This design comes from an exercise in tuning for a short achievable clock period and few clock cycles on the open sky130 flow, not from production work.
In this exercise RTL edits were held to simulation tests only and were not proved equivalent to the original.

==> run B: inputs <==
==> flow/design.v <==
module Processor (
    input wire clk,
    input wire reset,
    output wire [31:0] mem_addr,
    output wire [31:0] mem_wdata,
    input wire [31:0] mem_rdata,
    output wire mem_wen
);
    reg [31:0] fpc;        
    reg [31:0] maddr;      
    reg        wen_q;
    reg [31:0] wdata_q;
    reg        Mv;         
    reg        M_lw;
    reg [3:0]  M_rt;
    reg [31:0] ras;        
    assign mem_addr  = maddr;
    assign mem_wdata = wdata_q;
    assign mem_wen   = wen_q;
    localparam BB = 4;             
    localparam BT = 6;             
    localparam BN = 1 << BB;
    reg          btb_v   [0:BN-1];
    reg [BT-1:0] btb_tag [0:BN-1];
    reg [31:0]   btb_tgt [0:BN-1];
    reg          btb_ret [0:BN-1];
    wire [BB-1:0] fidx  = fpc[BB-1:0];
    wire          bhit  = btb_v[fidx] & (btb_tag[fidx] == fpc[BB+BT-1:BB]);
    wire [31:0]   bpred = btb_ret[fidx] ? ras : btb_tgt[fidx];
    reg          upd_v;
    reg          upd_set;      
    reg [31:0]   upd_pc;
    reg [31:0]   upd_tgt;
    reg          upd_ret;
    reg [31:0] rf [1:15];
    reg        Dv;
    reg [31:0] IR_D;
    reg [31:0] pc_D;
    reg [31:0] pcp_D;      
    reg        hit_D;      
    reg [31:0] ptgt_D;     
    reg        Ev;
    reg [31:0] A_E, B_E, O2_E;
    reg [1:0]  fn_E;       
    reg        cin_E;
    reg        we_E;
    reg [3:0]  wd_E;
    reg        isbr_E, bne_E, isjr_E, isld_E, isst_E;
    reg        a_rs_E, o2_b_E, inv_E;
    reg [3:0]  rs_E, rt_E;
    reg [31:0] pc_E, pcp_E, btgt_E;
    reg        hit_E;      
    reg [31:0] ptgt_E;     
    reg        z_E;        
    wire [5:0]  op    = IR_D[31:26];
    wire [3:0]  rs    = IR_D[24:21];
    wire [3:0]  rt    = IR_D[19:16];
    wire [3:0]  rd    = IR_D[14:11];
    wire [5:0]  fnct  = IR_D[5:0];
    wire [31:0] simm  = {{16{IR_D[15]}}, IR_D[15:0]};
    wire d_r    = (op == 6'h00);
    wire d_imm  = (op[5:3] == 3'b001);
    wire d_lw   = (op == 6'h23);
    wire d_sw   = (op == 6'h2B);
    wire d_beq  = (op == 6'h04);
    wire d_bne  = (op == 6'h05);
    wire d_br   = d_beq | d_bne;
    wire d_j    = (op == 6'h02);
    wire d_jal  = (op == 6'h03);
    wire d_jj   = d_j | d_jal;
    wire d_jr   = d_r & (fnct == 6'h08);
    reg [1:0] d_fn;
    reg       d_inv;       
    reg       d_o2imm;     
    reg       d_o2zero;    
    always @(*) begin
        d_fn = 2'd0; d_inv = 1'b0; d_o2imm = 1'b0; d_o2zero = 1'b0;
        if (d_r) begin
            case (fnct)
                6'h20: d_fn = 2'd0;
                6'h22: begin d_fn = 2'd0; d_inv = 1'b1; end
                6'h24: d_fn = 2'd1;
                6'h25: d_fn = 2'd2;
                6'h2A: begin d_fn = 2'd3; d_inv = 1'b1; end
                default: begin d_fn = 2'd1; d_o2zero = 1'b1; end
            endcase
        end else if (d_imm) begin
            if (op[2:0] == 3'b000) d_o2imm = 1'b1;
            else if (op[2:0] == 3'b100) begin d_fn = 2'd1; d_o2imm = 1'b1; end
            else begin d_fn = 2'd1; d_o2zero = 1'b1; end
        end else if (d_lw | d_sw) begin
            d_o2imm = 1'b1;
        end else if (d_jal) begin
            d_o2zero = 1'b1;
        end
    end
    wire [3:0] d_dest = d_r ? rd : d_jal ? 4'd15 : rt;
    wire d_we = (d_r | d_imm | d_jal) & (d_dest != 4'd0);
    wire [31:0] jtgt = {6'b0, IR_D[25:0]};
    wire d_jok  = hit_D & (ptgt_D == jtgt);
    wire d_bad  = d_jj ? ~d_jok : d_jr ? ~hit_D : (~d_br & hit_D);
    wire [31:0] d_tgt = d_jj ? jtgt : d_jr ? ras : pcp_D;
    wire [31:0] btgt_D = pcp_D + simm;
    wire [32:0] sum = {1'b0, A_E} + {1'b0, O2_E} + {32'd0, cin_E};
    reg  [31:0] res_E;
    always @(*) begin
        case (fn_E)
            2'd0: res_E = sum[31:0];
            2'd1: res_E = A_E & O2_E;
            2'd2: res_E = A_E | O2_E;
            default: res_E = {31'd0, ~sum[32]};
        endcase
    end
    wire eq_E   = (A_E == B_E);
    wire tk_E   = bne_E ^ eq_E;
    wire tok_E  = (ptgt_E == btgt_E);
    wire jrok_E = (A_E == ptgt_E);
    wire bmis_E = tk_E ? ~(hit_E ? tok_E : z_E) : hit_E;
    wire mis_E  = isbr_E ? bmis_E : (isjr_E & ~jrok_E);
    wire [31:0] etgt = isjr_E ? A_E : tk_E ? btgt_E : pcp_E;
    wire e_go   = Ev & ~Mv;
    wire redirE = e_go & mis_E;
    wire toM    = e_go & (isld_E | isst_E);
    wire d_run  = Dv & ~Mv;
    wire redirD = d_run & d_bad;
    wire [31:0] fpc1 = fpc + 32'd1;
    wire [31:0] nfpc_noE = redirD ? d_tgt : bhit ? bpred : fpc1;
    wire [31:0] nfpc = redirE ? etgt : nfpc_noE;
    wire byp_a = Ev & we_E & (wd_E == rs);
    wire byp_b = Ev & we_E & (wd_E == rt);
    wire [31:0] rf_a = (rs == 4'd0) ? 32'd0 : rf[rs];
    wire [31:0] rf_b = (rt == 4'd0) ? 32'd0 : rf[rt];
    wire [31:0] va = byp_a ? res_E : rf_a;
    wire [31:0] vb = byp_b ? res_E : rf_b;
    wire sm_E = wen_q & Ev & (maddr == pc_E);
    wire sm_D = wen_q & Dv & (maddr == pc_D);
    always @(posedge clk or posedge reset) begin
        if (reset) begin
            fpc <= 32'd0;
            maddr <= 32'd0;
            wen_q <= 1'b0;
            Mv <= 1'b0;
            Dv <= 1'b0;
            Ev <= 1'b0;
        end else if (Mv) begin
            Mv <= 1'b0;
            wen_q <= 1'b0;
            if (sm_E) begin
                Ev <= 1'b0; Dv <= 1'b0;
                fpc <= pc_E; maddr <= pc_E;
            end else if (sm_D) begin
                Dv <= 1'b0;
                fpc <= pc_D; maddr <= pc_D;
            end else begin
                maddr <= fpc;
            end
        end else begin
            fpc <= nfpc;
            maddr <= toM ? sum[31:0] : nfpc;
            Mv <= toM;
            wen_q <= toM & isst_E;
            Dv <= ~redirE & ~redirD;
            Ev <= Dv & ~redirE;
        end
    end
    always @(posedge clk) begin
        if (Mv) begin
            if (M_lw & Ev) begin
                if (a_rs_E & (rs_E == M_rt)) A_E <= mem_rdata;
                if (rt_E == M_rt) begin
                    B_E <= mem_rdata;
                    if (o2_b_E) O2_E <= inv_E ? ~mem_rdata : mem_rdata;
                end
            end
        end else begin
            wdata_q <= B_E;
            M_lw <= isld_E & (wd_E != 4'd0);
            M_rt <= wd_E;
            IR_D <= mem_rdata;
            pc_D <= fpc;
            pcp_D <= fpc1;
            hit_D <= bhit;
            ptgt_D <= bpred;
            if (Dv & d_jal) ras <= pcp_D;
            A_E <= d_jal ? pcp_D : va;
            B_E <= vb;
            O2_E <= d_o2zero ? 32'd0 : d_o2imm ? simm : d_inv ? ~vb : vb;
            fn_E <= d_fn;
            cin_E <= d_inv;
            inv_E <= d_inv;
            a_rs_E <= ~d_jal;
            o2_b_E <= ~d_o2zero & ~d_o2imm;
            we_E <= d_we;
            wd_E <= d_dest;
            isbr_E <= d_br;
            bne_E <= d_bne;
            isjr_E <= d_jr;
            isld_E <= d_lw;
            isst_E <= d_sw;
            rs_E <= rs;
            rt_E <= rt;
            pc_E <= pc_D;
            pcp_E <= pcp_D;
            btgt_E <= btgt_D;
            hit_E <= hit_D;
            ptgt_E <= (d_jr & ~hit_D) ? ras : ptgt_D;
            z_E <= (IR_D[15:0] == 16'd0);
        end
    end
    always @(posedge clk or posedge reset) begin
        if (reset) begin
            upd_v <= 1'b0;
        end else begin
            upd_v <= 1'b0;
            if (e_go & isbr_E) begin
                if (tk_E & ~z_E & ~(hit_E & tok_E)) begin
                    upd_v <= 1'b1; upd_set <= 1'b1;
                end else if (~tk_E & hit_E) begin
                    upd_v <= 1'b1; upd_set <= 1'b0;
                end
                upd_pc <= pc_E; upd_tgt <= btgt_E; upd_ret <= 1'b0;
            end else begin
                upd_v <= redirD;
                upd_set <= d_jj | d_jr;
                upd_pc <= pc_D; upd_tgt <= jtgt; upd_ret <= d_jr;
            end
        end
    end
    integer k;
    always @(posedge clk or posedge reset) begin
        if (reset) begin
            for (k = 0; k < BN; k = k + 1) btb_v[k] <= 1'b0;
        end else if (upd_v) begin
            btb_v[upd_pc[BB-1:0]] <= upd_set;
        end
    end
    always @(posedge clk) begin
        if (upd_v) begin
            btb_tag[upd_pc[BB-1:0]] <= upd_pc[BB+BT-1:BB];
            btb_tgt[upd_pc[BB-1:0]] <= upd_tgt;
            btb_ret[upd_pc[BB-1:0]] <= upd_ret;
        end
    end
    integer i;
    always @(posedge clk or posedge reset) begin
        if (reset) begin
            for (i = 1; i < 16; i = i + 1) rf[i] <= 32'd0;
        end else if (Mv) begin
            if (M_lw) rf[M_rt] <= mem_rdata;
        end else if (Ev & we_E) begin
            rf[wd_E] <= res_E;
        end
    end
endmodule
==> flow/run.sh <==
#!/bin/bash
# synth_recipe.tcl (not shown) runs the flow's synth.tcl, then flattens the netlist and writes it again
# the make line also repeats each setting of config.mk as NAME=value (left out here)
make -C /OpenROAD-flow-scripts/flow DESIGN_CONFIG=/design/flow/config.mk WORK_HOME=/design/flow/orfs CLKGATE_MAP_FILE= SYNTH_SCRIPT=/design/flow/synth_recipe.tcl finish
==> flow/config.mk <==
export PLATFORM = sky130hd
export DESIGN_NAME = Processor
export DESIGN_NICKNAME = Processor
export VERILOG_FILES = /design/flow/design.v
export SDC_FILE = /design/flow/constraint.sdc
export NUM_CORES = 4
export LEC_CHECK = 0
export ABC_CLOCK_PERIOD_IN_PS = 2200
export CAP_MARGIN = 20
export CORE_MARGIN = 2
export CORE_UTILIZATION = 40
export PLACE_DENSITY = 0.6
export SETUP_SLACK_MARGIN = 3.3
export SLEW_MARGIN = 20
export TNS_END_PERCENT = 100
==> flow/constraint.sdc <==
create_clock -name core_clock -period 5.5 [get_ports {clk}]
set_input_delay 1.1000 -clock core_clock [delete_from_list [all_inputs] [get_ports {clk}]]
set_output_delay 1.1000 -clock core_clock [all_outputs]
set_load 0.01 [all_outputs]
==> run X: changes against run B <==
==> flow/design.v, changed modules only <==
module Processor (
    input wire clk,
    input wire reset,
    output wire [31:0] mem_addr,
    output wire [31:0] mem_wdata,
    input wire [31:0] mem_rdata,
    output wire mem_wen
);
    reg [31:0] fpc;        
    reg [31:0] maddr;      
    reg        wen_q;
    reg [31:0] wdata_q;
    reg        Mv;         
    reg        M_lw;
    reg [3:0]  M_rt;
    reg [31:0] ras;        
    assign mem_addr  = maddr;
    assign mem_wdata = wdata_q;
    assign mem_wen   = wen_q;
    reg [31:0] rf [1:15];
    reg        Dv;
    reg [31:0] IR_D;
    reg [31:0] pc_D;
    reg        Ev;
    reg [31:0] A_E, B_E, O2_E;
    reg [1:0]  fn_E;       
    reg        cin_E;
    reg        we_E;
    reg [3:0]  wd_E;
    reg        isbr_E, bne_E, pred_E, isjr_E, isld_E, isst_E;
    reg        a_rs_E, o2_b_E, inv_E;
    reg [3:0]  rs_E, rt_E;
    reg [31:0] alt_E;      
    reg [31:0] pc_E;
    wire [5:0]  op    = IR_D[31:26];
    wire [3:0]  rs    = IR_D[24:21];
    wire [3:0]  rt    = IR_D[19:16];
    wire [3:0]  rd    = IR_D[14:11];
    wire [5:0]  fnct  = IR_D[5:0];
    wire [31:0] simm  = {{16{IR_D[15]}}, IR_D[15:0]};
    wire d_r    = (op == 6'h00);
    wire d_imm  = (op[5:3] == 3'b001);
    wire d_lw   = (op == 6'h23);
    wire d_sw   = (op == 6'h2B);
    wire d_beq  = (op == 6'h04);
    wire d_bne  = (op == 6'h05);
    wire d_br   = d_beq | d_bne;
    wire d_j    = (op == 6'h02);
    wire d_jal  = (op == 6'h03);
    wire d_jr   = d_r & (fnct == 6'h08);
    wire same_rsrt = (rs == rt);
    wire d_pred = d_beq ? same_rsrt : ~same_rsrt;    
    reg [1:0] d_fn;
    reg       d_inv;       
    reg       d_o2imm;     
    reg       d_o2zero;    
    always @(*) begin
        d_fn = 2'd0; d_inv = 1'b0; d_o2imm = 1'b0; d_o2zero = 1'b0;
        if (d_r) begin
            case (fnct)
                6'h20: d_fn = 2'd0;
                6'h22: begin d_fn = 2'd0; d_inv = 1'b1; end
                6'h24: d_fn = 2'd1;
                6'h25: d_fn = 2'd2;
                6'h2A: begin d_fn = 2'd3; d_inv = 1'b1; end
                default: begin d_fn = 2'd1; d_o2zero = 1'b1; end
            endcase
        end else if (d_imm) begin
            if (op[2:0] == 3'b000) d_o2imm = 1'b1;
            else if (op[2:0] == 3'b100) begin d_fn = 2'd1; d_o2imm = 1'b1; end
            else begin d_fn = 2'd1; d_o2zero = 1'b1; end
        end else if (d_lw | d_sw) begin
            d_o2imm = 1'b1;
        end else if (d_jal) begin
            d_o2zero = 1'b1;
        end
    end
    wire [3:0] d_dest = d_r ? rd : d_jal ? 4'd15 : rt;
    wire d_we = (d_r | d_imm | d_jal) & (d_dest != 4'd0);
    wire [31:0] pcp_D  = pc_D + 32'd1;
    wire [31:0] btgt_D = pcp_D + simm;
    wire d_redir = d_j | d_jal | d_jr | (d_br & d_pred);
    wire [31:0] d_tgt = d_jr ? ras : d_br ? btgt_D : {6'b0, IR_D[25:0]};
    wire [32:0] sum = {1'b0, A_E} + {1'b0, O2_E} + {32'd0, cin_E};
    reg  [31:0] res_E;
    always @(*) begin
        case (fn_E)
            2'd0: res_E = sum[31:0];
            2'd1: res_E = A_E & O2_E;
            2'd2: res_E = A_E | O2_E;
            default: res_E = {31'd0, ~sum[32]};
        endcase
    end
    wire eq_E = (A_E == B_E);
    wire jrmis_E = (A_E != alt_E);
    wire mis_E = isbr_E ? ((bne_E ^ eq_E) != pred_E) : (isjr_E & jrmis_E);
    wire [31:0] etgt = isjr_E ? A_E : alt_E;
    wire e_go   = Ev & ~Mv;
    wire redirE = e_go & mis_E;
    wire toM    = e_go & (isld_E | isst_E);
    wire d_go   = Dv & ~Mv & ~redirE;
    wire redirD = d_go & d_redir;
    wire fetch_ok = ~Mv & ~redirE & ~redirD;
    wire [31:0] nfpc = redirE ? etgt : redirD ? d_tgt : fpc + 32'd1;
    wire byp_a = e_go & we_E & (wd_E == rs);
    wire byp_b = e_go & we_E & (wd_E == rt);
    wire [31:0] rf_a = (rs == 4'd0) ? 32'd0 : rf[rs];
    wire [31:0] rf_b = (rt == 4'd0) ? 32'd0 : rf[rt];
    wire [31:0] va = byp_a ? res_E : rf_a;
    wire [31:0] vb = byp_b ? res_E : rf_b;
    wire sm_E = wen_q & Ev & (maddr == pc_E);
    wire sm_D = wen_q & Dv & (maddr == pc_D);
    always @(posedge clk or posedge reset) begin
        if (reset) begin
            fpc <= 32'd0;
            maddr <= 32'd0;
            wen_q <= 1'b0;
            Mv <= 1'b0;
            Dv <= 1'b0;
            Ev <= 1'b0;
        end else if (Mv) begin
            Mv <= 1'b0;
            wen_q <= 1'b0;
            if (sm_E) begin
                Ev <= 1'b0; Dv <= 1'b0; fpc <= pc_E; maddr <= pc_E;
            end else if (sm_D) begin
                Dv <= 1'b0; fpc <= pc_D; maddr <= pc_D;
            end else begin
                maddr <= fpc;
            end
        end else begin
            fpc <= nfpc;
            maddr <= toM ? sum[31:0] : nfpc;
            Mv <= toM;
            wen_q <= toM & isst_E;
            Dv <= fetch_ok;
            Ev <= d_go;
        end
    end
    always @(posedge clk) begin
        if (Mv) begin
            if (M_lw & Ev) begin
                if (a_rs_E & (rs_E == M_rt)) A_E <= mem_rdata;
                if (rt_E == M_rt) begin
                    B_E <= mem_rdata;
                    if (o2_b_E) O2_E <= inv_E ? ~mem_rdata : mem_rdata;
                end
            end
        end else begin
            if (toM) begin
                wdata_q <= B_E;
                M_lw <= isld_E & (wd_E != 4'd0);
                M_rt <= wd_E;
            end
            if (fetch_ok) begin
                IR_D <= mem_rdata;
                pc_D <= fpc;
            end
            if (d_go & d_jal) ras <= pcp_D;
            if (d_go) begin
                A_E <= d_jal ? pcp_D : va;
                B_E <= vb;
                O2_E <= d_o2zero ? 32'd0 : d_o2imm ? simm : d_inv ? ~vb : vb;
                fn_E <= d_fn;
                cin_E <= d_inv;
                inv_E <= d_inv;
                a_rs_E <= ~d_jal;
                o2_b_E <= ~d_o2zero & ~d_o2imm;
                we_E <= d_we;
                wd_E <= d_dest;
                isbr_E <= d_br;
                bne_E <= d_bne;
                pred_E <= d_pred;
                isjr_E <= d_jr;
                isld_E <= d_lw;
                isst_E <= d_sw;
                rs_E <= rs;
                rt_E <= rt;
                alt_E <= d_jr ? ras : d_pred ? pcp_D : btgt_D;
                pc_E <= pc_D;
            end
        end
    end
    integer i;
    always @(posedge clk or posedge reset) begin
        if (reset) begin
            for (i = 1; i < 16; i = i + 1) rf[i] <= 32'd0;
        end else if (Mv) begin
            if (M_lw) rf[M_rt] <= mem_rdata;
        end else if (Ev & we_E) begin
            rf[wd_E] <= res_E;
        end
    end
endmodule
==> qor.yml <==
outcome:
  status: "no timing/DRC/antenna violations"
timing:
  tightest_slew_ns: 1.23
logic_synthesis:
  synth.area.mux_share_pct: 2.99
(the above is from run X)
==> qor.yml <==
logic_synthesis:
  synth.area.mux_share_pct: 9.60
timing:
  tightest_slew_ns: 1.30
  drv_slew: 0
outcome:
  status: "no timing/DRC/antenna violations"
global_routing:
  track_usage_pct: 32.8
(the above is from run B)
Testbench counts of run B, summed over its fixed seeds: cycles 117,502.
Testbench counts of run X, summed over its fixed seeds: cycles 127,179.

[re-timing with driven ports]
The results above use ideal ports. As a check the final layouts listed here were re-extracted and re-timed, cells and wires unchanged. Step 1 assumes that a clkbuf_16 drives the clock port and a buf_2 every other input. Step 2 also shifts input and output timing later by t, the mid clock arrival at the registers, as if the neighbouring blocks saw the same clock. a / b / c = no drivers / after step 1 / after step 2; a / b = the first two.
| run | t, ns | setup WS [ns] | latest minus earliest clock arrival (ns) | cell pins on the clock port's net |
|---|---|---|---|---|
| run B | 0.928 | 1.473 / 1.473 / 1.473 | 0.061 / 0.060 | 1 |
| run X | 0.784 | 1.323 / 1.323 / 1.323 | 0.033 / 0.033 | 1 |
After both steps setup and hold are still met in every run listed.
